Background: an optimization exercise with open tools, aiming at small area. Do not read the settings as production practice. Where RTL was checked, it was by simulation tests only, not by an equivalence proof against the original.

==> flow/design.v <==
`timescale 1ns / 1ps
module UART_FIFO_Top #(
    parameter DATA_WIDTH = 8,
    parameter FIFO_DEPTH = 16,
    parameter ADDR_WIDTH = 4
)(
    input clk,
    input rst,
    input en,
    input push_in,
    input pop_in,
    input [DATA_WIDTH-1:0] din,
    input [3:0] threshold,
    output [DATA_WIDTH-1:0] dout,
    output empty,
    output full,
    output overrun,
    output underrun,
    output thr_trigger
);
reg [DATA_WIDTH-1:0] mem [0:FIFO_DEPTH-1];    
reg [ADDR_WIDTH-1:0] cnt;                     
reg empty_t, full_t, overrun_t, underrun_t, thr_t;
wire push = push_in & ~full_t;
wire pop  = pop_in & ~empty_t;
wire inc  = push & ~pop;
wire dec  = pop & ~push;
wire [DATA_WIDTH-1:0] push_l;
wire push_in_n;
fifo_inv u_push_n (.a(push_in), .y(push_in_n));
genvar g;
generate
    for (g = 0; g < DATA_WIDTH; g = g + 1) begin : g_lane
        fifo_nor2 u_push (.a(push_in_n), .b(full_t), .y(push_l[g]));
        always @(posedge clk) begin
            if (push_l[g]) begin
                mem[0][g] <= din[g];
                for (int i = 1; i < FIFO_DEPTH; i++)
                    mem[i][g] <= mem[i-1][g];
            end
        end
    end
endgenerate
wire [FIFO_DEPTH-1:0] hit;
fifo_dec4 u_dec (.a(cnt), .y(hit));
wire [FIFO_DEPTH-1:0] sel = {hit[0], hit[FIFO_DEPTH-1:1]};
generate
    for (g = 0; g < DATA_WIDTH; g = g + 1) begin : g_rd
        wire [FIFO_DEPTH-1:0] col;
        for (genvar k = 0; k < FIFO_DEPTH; k = k + 1) begin : g_col
            assign col[k] = mem[k][g];
        end
        fifo_mux16 u_mux (.s(sel), .d(col), .y(dout[g]));
    end
endgenerate
wire [ADDR_WIDTH-1:0] tgl;
assign tgl[0] = inc | dec;
generate
    for (g = 1; g < ADDR_WIDTH; g = g + 1) begin : g_tgl
        assign tgl[g] = (inc & (&cnt[g-1:0])) | (dec & ~(|cnt[g-1:0]));
    end
endgenerate
wire [ADDR_WIDTH:0] cge;
assign cge[0] = 1'b1;
generate
    for (g = 0; g < ADDR_WIDTH; g = g + 1) begin : g_cge
        assign cge[g+1] = (cnt[g] & ~threshold[g]) | ((cnt[g] | ~threshold[g]) & cge[g]);
    end
endgenerate
wire thr_ge = cge[ADDR_WIDTH] | (hit[0] & full_t);
always @(posedge clk, posedge rst) begin
    if (rst) begin
        cnt <= {ADDR_WIDTH{1'b0}};
        empty_t <= 1'b1;
        full_t <= 1'b0;
        overrun_t <= 1'b0;
        underrun_t <= 1'b0;
        thr_t <= 1'b0;
    end else begin
        cnt <= cnt ^ tgl;
        overrun_t <= push_in & full_t;
        underrun_t <= pop_in & empty_t;
        if (inc) begin
            empty_t <= 1'b0;
            full_t <= hit[FIFO_DEPTH-1] | ~en;
        end else if (dec) begin
            full_t <= 1'b0;
            empty_t <= hit[1] | ~en;
        end
        if (inc | dec)
            thr_t <= thr_ge;
    end
end
assign empty = empty_t;
assign full = full_t;
assign overrun = overrun_t;
assign underrun = underrun_t;
assign thr_trigger = thr_t;
endmodule
module fifo_mux16 (
    input  [15:0] s,
    input  [15:0] d,
    output y
);
wire [5:0] t;
fifo_aoi222 u0 (.a0(s[0]),  .b0(d[0]),  .a1(s[1]),  .b1(d[1]),  .a2(s[2]),  .b2(d[2]),  .y(t[0]));
fifo_aoi222 u1 (.a0(s[3]),  .b0(d[3]),  .a1(s[4]),  .b1(d[4]),  .a2(s[5]),  .b2(d[5]),  .y(t[1]));
fifo_aoi222 u2 (.a0(s[6]),  .b0(d[6]),  .a1(s[7]),  .b1(d[7]),  .a2(s[8]),  .b2(d[8]),  .y(t[2]));
fifo_aoi222 u3 (.a0(s[9]),  .b0(d[9]),  .a1(s[10]), .b1(d[10]), .a2(s[11]), .b2(d[11]), .y(t[3]));
fifo_aoi222 u4 (.a0(s[12]), .b0(d[12]), .a1(s[13]), .b1(d[13]), .a2(s[14]), .b2(d[14]), .y(t[4]));
assign t[5] = ~(s[15] & d[15]);
assign y = ~&t;
endmodule
module fifo_aoi222 (
    input a0, b0, a1, b1, a2, b2,
    output y
);
assign y = ~((a0 & b0) | (a1 & b1) | (a2 & b2));
endmodule
module fifo_dec4 (
    input  [3:0] a,
    output [15:0] y
);
wire [3:0] a_n;
wire [3:0] lo_n, hi_n;
fifo_inv   i0 (.a(a[0]), .y(a_n[0]));
fifo_inv   i1 (.a(a[1]), .y(a_n[1]));
fifo_inv   i2 (.a(a[2]), .y(a_n[2]));
fifo_inv   i3 (.a(a[3]), .y(a_n[3]));
fifo_nand2 l0 (.a(a_n[1]), .b(a_n[0]), .y(lo_n[0]));
fifo_nand2 l1 (.a(a_n[1]), .b(a[0]),   .y(lo_n[1]));
fifo_nand2 l2 (.a(a[1]),   .b(a_n[0]), .y(lo_n[2]));
fifo_nand2 l3 (.a(a[1]),   .b(a[0]),   .y(lo_n[3]));
fifo_nand2 h0 (.a(a_n[3]), .b(a_n[2]), .y(hi_n[0]));
fifo_nand2 h1 (.a(a_n[3]), .b(a[2]),   .y(hi_n[1]));
fifo_nand2 h2 (.a(a[3]),   .b(a_n[2]), .y(hi_n[2]));
fifo_nand2 h3 (.a(a[3]),   .b(a[2]),   .y(hi_n[3]));
genvar i;
generate
    for (i = 0; i < 16; i = i + 1) begin : g_y
        fifo_nor2 u (.a(hi_n[i / 4]), .b(lo_n[i % 4]), .y(y[i]));
    end
endgenerate
endmodule
module fifo_inv (input a, output y);
assign y = ~a;
endmodule
module fifo_nand2 (input a, input b, output y);
assign y = ~(a & b);
endmodule
module fifo_nor2 (input a, input b, output y);
assign y = ~(a | b);
endmodule
Settings: LEC_CHECK=0, CAP_MARGIN=20, CORE_MARGIN=2, CORE_UTILIZATION=40, CTS_BUF_LIST=sky130_fd_sc_hd__clkbuf_4, SLEW_MARGIN=20, SYNTH_HIERARCHICAL=1; clock period 5.0 ns.
standard.sh (not shown) runs the stock make flow with config.mk's settings and CLKGATE_MAP_FILE= SYNTH_SCRIPT=/design/flow/synth_recipe.tcl, a recipe that flattens the netlist after the stock synthesis.
==> flow/flow/run.sh <==
#!/bin/bash
# The standard ORFS layout (the standard.sh), with two changes:
#  - the smallest buffer (buf_1) on each input and output port instead of
#    buffer_ports' default choice;
#  - clock tree: clkbuf_4 leaves under a clkbuf_8 root, no dummy loads.
set -euo pipefail
bash standard.sh \
  "BUFFER_PORTS_ARGS=-buffer_cell sky130_fd_sc_hd__buf_1" \
  "CTS_ARGS=-sink_clustering_enable -repair_clock_nets -buf_list sky130_fd_sc_hd__clkbuf_4 -root_buf sky130_fd_sc_hd__clkbuf_8 -dont_use_dummy_load" \
  finish > standard.log 2>&1
Change:
--- a/flow/design.v
+++ b/flow/design.v
@@ -22,30 +22,22 @@
 reg [ADDR_WIDTH-1:0] cnt;                     
 reg empty_t, full_t, overrun_t, underrun_t, thr_t;
 wire push = push_in & ~full_t;
 wire pop  = pop_in & ~empty_t;
 wire inc  = push & ~pop;
 wire dec  = pop & ~push;
-wire [DATA_WIDTH-1:0] push_l;
-wire push_in_n;
-fifo_inv u_push_n (.a(push_in), .y(push_in_n));
-genvar g;
-generate
-    for (g = 0; g < DATA_WIDTH; g = g + 1) begin : g_lane
-        fifo_nor2 u_push (.a(push_in_n), .b(full_t), .y(push_l[g]));
-        always @(posedge clk) begin
-            if (push_l[g]) begin
-                mem[0][g] <= din[g];
-                for (int i = 1; i < FIFO_DEPTH; i++)
-                    mem[i][g] <= mem[i-1][g];
-            end
-        end
+always @(posedge clk) begin
+    if (push) begin
+        mem[0] <= din;
+        for (int i = 1; i < FIFO_DEPTH; i++)
+            mem[i] <= mem[i-1];
     end
-endgenerate
+end
 wire [FIFO_DEPTH-1:0] hit;
 fifo_dec4 u_dec (.a(cnt), .y(hit));
+genvar g;
 wire [FIFO_DEPTH-1:0] sel = {hit[0], hit[FIFO_DEPTH-1:1]};
 generate
     for (g = 0; g < DATA_WIDTH; g = g + 1) begin : g_rd
         wire [FIFO_DEPTH-1:0] col;
         for (genvar k = 0; k < FIFO_DEPTH; k = k + 1) begin : g_col
             assign col[k] = mem[k][g];
Outcome: Register-to-register slack gets worse by 180 ps; wire length went down by 3.9%; count of clock-buffer cells in the layout does not change; cell count falls by 1.4%; first-iteration DRC count decreases by 4.1%.
No functional check of the RTL was part of the first run of this note.

-- what the ideal ports hide --
No port has a modelled driver above. Below, the same layouts with a new extraction and two added sets of constraints. Step 1 assumes that a clkbuf_16 drives the clock port and a buf_2 every other input. Step 2 times the ports against the registers' clock, not the clock port: input delays grow and output delays shrink by t, the midpoint of the rising clock arrivals with the driver on. Three values: ideal, step 1, step 2; two values: the first two.
run	shift t [ns]	setup WS [ns]	worst register clock-pin slew, ns
the first run	0.423	1.365 / 1.333 / 1.756	0.11 / 0.11
the second run	0.439	1.353 / 1.321 / 1.760	0.10 / 0.10
After both steps every run listed still meets setup and hold.
